Background: an optimization exercise with open tools, aiming at small area, a short achievable clock period and few clock cycles per item. Do not read the settings as production practice. Where RTL was checked, it was by simulation tests only, not by an equivalence proof against the original.

## sha_1_core
module sha_1_core(
    clk,
    rstn,
    din,
    din_vld,
    use_pre_cv,
    sha_1_end,
    busy,
    dout,
    dout_vld
);
input wire clk;
input wire rstn;
input wire [31:0] din;
input wire din_vld;
input wire use_pre_cv;
input wire sha_1_end;
output reg busy;
output wire [159:0] dout;
output reg dout_vld;
localparam [31:0] H0_INIT = 32'h67452301,
                  H1_INIT = 32'hEFCDAB89,
                  H2_INIT = 32'h98BADCFE,
                  H3_INIT = 32'h10325476,
                  H4_INIT = 32'hC3D2E1F0;
reg [6:0] cnt;       
reg hvld;            
reg st1;             
reg [1:0] ph;        
reg fch, fmaj;       
reg rot;             
reg ffa;             
reg last;            
wire start = din_vld & ~busy;
always @(posedge clk or negedge rstn) begin
    if (!rstn) begin
        cnt      <= 7'd0;
        busy     <= 1'b0;
        dout_vld <= 1'b0;
        hvld     <= 1'b0;
        st1      <= 1'b0;
        ph       <= 2'd0;
        fch      <= 1'b1;
        fmaj     <= 1'b0;
        rot      <= 1'b0;
        ffa      <= 1'b0;
        last     <= 1'b0;
    end
    else begin
        dout_vld <= last;
        st1      <= start;
        rot      <= (cnt == 7'd77) | (rot & ~last);
        ffa      <= (cnt == 7'd80) | (ffa & ~last);
        last     <= (cnt == 7'd81);
        if (start) begin
            ph   <= 2'd0;
            fch  <= 1'b1;
            fmaj <= 1'b0;
        end
        else if (cnt == 7'd20 || cnt == 7'd40 || cnt == 7'd60) begin
            ph   <= ph + 2'd1;
            fch  <= 1'b0;
            fmaj <= (ph == 2'd1);
        end
        if (start) begin
            cnt  <= 7'd1;
            busy <= 1'b1;
            hvld <= 1'b1;
        end
        else if (last) begin
            cnt  <= 7'd0;
            busy <= 1'b0;
        end
        else if (busy) begin
  ...
For scale: roughly 880 flip-flops, about 200 I/O pins, roughly 31,000 µm² of cells after synthesis.
==> flow/config.mk <==
export PLATFORM = sky130hd
export DESIGN_NAME = sha_1_core
export DESIGN_NICKNAME = sha_1_core
export VERILOG_FILES = /design/flow/design.v
export SDC_FILE = /design/flow/constraint.sdc
export NUM_CORES = 4
export LEC_CHECK = 0
export CAP_MARGIN = 20
export CORE_MARGIN = 2
export CORE_UTILIZATION = 40
export CTS_BUF_LIST = sky130_fd_sc_hd__clkbuf_8
export CTS_CLUSTER_DIAMETER = 50
export CTS_CLUSTER_SIZE = 20
export PLACE_DENSITY = 0.6
export SETUP_SLACK_MARGIN = 4.2
export SLEW_MARGIN = 20
==> flow/constraint.sdc <==
create_clock -name core_clock -period 7.0 [get_ports {clk}]
set_input_delay 1.4000 -clock core_clock [delete_from_list [all_inputs] [get_ports {clk}]]
set_output_delay 1.4000 -clock core_clock [all_outputs]
set_load 0.01 [all_outputs]
run.sh (not shown) runs the stock make flow with config.mk's settings and CLKGATE_MAP_FILE= SYNTH_SCRIPT=/design/flow/synth_recipe.tcl, a recipe that flattens the netlist after the stock synthesis.
Edit:
CTS_BUF_LIST = sky130_fd_sc_hd__clkbuf_4 sky130_fd_sc_hd__clkbuf_8   (was sky130_fd_sc_hd__clkbuf_8)
SETUP_SLACK_MARGIN = 3.8   (was 4.2)
=>
- worst hold slack barely changes
- routed wire length decreases by a few percent
- flip-flop and latch count stays the same
Function was not checked in any run of this note: the RTL went through the layout flow alone.


## v6
Another version of the RTL of sha_1_core (not shown whole).
Size in the first run: ~2400 cells after synthesis, about 890 flip-flops, ~31000 um2 of cells after synthesis.
export LEC_CHECK = 0
export CAP_MARGIN = 20
export CORE_MARGIN = 2
export CORE_UTILIZATION = 40
export CTS_BUF_LIST = sky130_fd_sc_hd__clkbuf_8 sky130_fd_sc_hd__clkbuf_16
export CTS_CLUSTER_DIAMETER = 70
export CTS_CLUSTER_SIZE = 26
export GPL_TIMING_DRIVEN = 0
export PLACE_DENSITY = 0.6
export SETUP_SLACK_MARGIN = 3.9
export SLEW_MARGIN = 20
create_clock -name core_clock -period 7.0 [get_ports {clk}]
standard.sh (not shown) runs the stock make flow with config.mk's settings and CLKGATE_MAP_FILE= SYNTH_SCRIPT=/design/flow/synth_recipe.tcl, a recipe that flattens the netlist after the stock synthesis.
==> flow/flow/run.sh <==
#!/bin/bash
# The standard layout (the standard.sh, synthesis unchanged), with the
# port buffers made from the smallest plain buffer instead of a delay cell.
set -euo pipefail
bash standard.sh "BUFFER_PORTS_ARGS=-buffer_cell sky130_fd_sc_hd__buf_1" finish > standard.log 2>&1
Testbench counts of v6, summed over its fixed seeds: cycles 15,936, blocks 192.
Edits applied to the flow inputs when going from v6 to v7:
Settings: swapping 20 for 5 in CAP_MARGIN; swapping 3.9 for 3.8 in SETUP_SLACK_MARGIN; swapping 20 for 5 in SLEW_MARGIN; clearing GPL_TIMING_DRIVEN, which used to be 0.
==> run notes <==
Wire: v7 routes less than v6. The final reports for v7 and v6 show fraction of final layout cells with drive strength greater than 1 lower in the former. v6 was larger in final cell area than v7. Relative to v6, the wire length per cell after detailed routing measured on v7 has decreased by a few percent.


garnet:
Starting RTL as in the previous note.
clock: 7.0 ns
lec_check: 0
cap_margin: 20
core_margin: 2
core_utilization: 40
cts_buf_list: sky130_fd_sc_hd__clkbuf_8 sky130_fd_sc_hd__clkbuf_16
cts_cluster_diameter: 70
cts_cluster_size: 26
place_density: 0.6
setup_slack_margin: 3.5
slew_margin: 20
Scripts as last shown in full above: flow/flow/run.sh
Testbench counts of garnet, summed over its fixed seeds: cycles 15,936, blocks 192.
The inputs of juniper differ from those of garnet as listed below.
Settings: ABC_AREA: unset -> 1; SETUP_SLACK_MARGIN: 3.5 -> 3.8.
Findings:
Delta (juniper minus garnet): final standard cell area without fillers climbed 1300 µm²; number of setup buffers added after CTS dropped 3. Looking at main combinational cell family by area after synthesis, the simple AND/OR/NAND/NOR gates result is from juniper; the adder cells one comes from garnet. Non-clock inverter instance count of the final layout: lower on garnet. What juniper reported for routed length on met3 has to be multiplied by 1.12 to get the figure for garnet.
diff inputs: juniper => amber
Settings: CTS_CLUSTER_SIZE changed from 26 to 20; CTS_BUF_LIST changed from sky130_fd_sc_hd__clkbuf_8 sky130_fd_sc_hd__clkbuf_16 to sky130_fd_sc_hd__clkbuf_8; ABC_AREA removed (was 1); CTS_CLUSTER_DIAMETER changed from 70 to 50.
[summary]
amber vs juniper: number of cells on the worst reg-to-reg path up in amber
amber ended up with a higher average cell area after synthesis than juniper did.
Number of placement rows, amber and juniper: lower on amber
Across both runs, count of clock-buffer cells in the layout was higher for amber than for juniper.
Compared with juniper, amber shows a higher non-clock buffer instance count of the final layout.
For zinc, these inputs were changed with respect to amber:
Settings: changing SETUP_SLACK_MARGIN from 3.8 to 4.1.
Looking at number of nets in the finished design, zinc sits 77 above amber.
Finished layout cell area: zinc > amber
In zinc the multi-input combinational area share turned out 0.65 points higher than in amber.
Looking at amber and zinc, the quantity of hold-fixing buffers added after cts is a wash.
In the tables for amber and zinc, buffer count from post-CTS setup fixing reads higher with zinc.

==> re-timing with driven ports <==
The results above use ideal ports. As a check the final layouts listed here were re-extracted and re-timed, cells and wires unchanged. Step 1 assumes that a clkbuf_16 drives the clock port and a buf_2 every other input. Step 2 moves the port delays by t, midway between the first and last clock arrival at a register: inputs arrive t later, outputs are due t later. That takes back most of the time a late clock gives input paths. Three values: ideal, step 1, step 2; two values: the first two.
run | shift t [ns] | setup slack, ns | latest minus earliest clock arrival (ns)
the first run of note 1 | 0.742 | 3.797 / 3.797 / 3.335 | 0.027 / 0.027
the second run of note 1 | 0.744 | 3.691 / 3.691 / 3.127 | 0.035 / 0.035
v6 | 0.685 | 3.701 / 3.701 / 3.272 | 0.028 / 0.028
v7 | 0.669 | 3.823 / 3.823 / 3.344 | 0.035 / 0.035
garnet | 0.676 | 3.607 / 3.607 / 3.395 | 0.039 / 0.039
juniper | 0.672 | 3.881 / 3.881 / 3.370 | 0.049 / 0.049
amber | 0.728 | 3.806 / 3.806 / 3.260 | 0.045 / 0.045
zinc | 0.738 | 3.787 / 3.787 / 3.512 | 0.041 / 0.041
After both steps setup and hold are still met in every run listed. For the second run of note 1, which loses most, drivers alone change the setup slack by 0.000 ns; drivers and shift together by -0.564 ns.
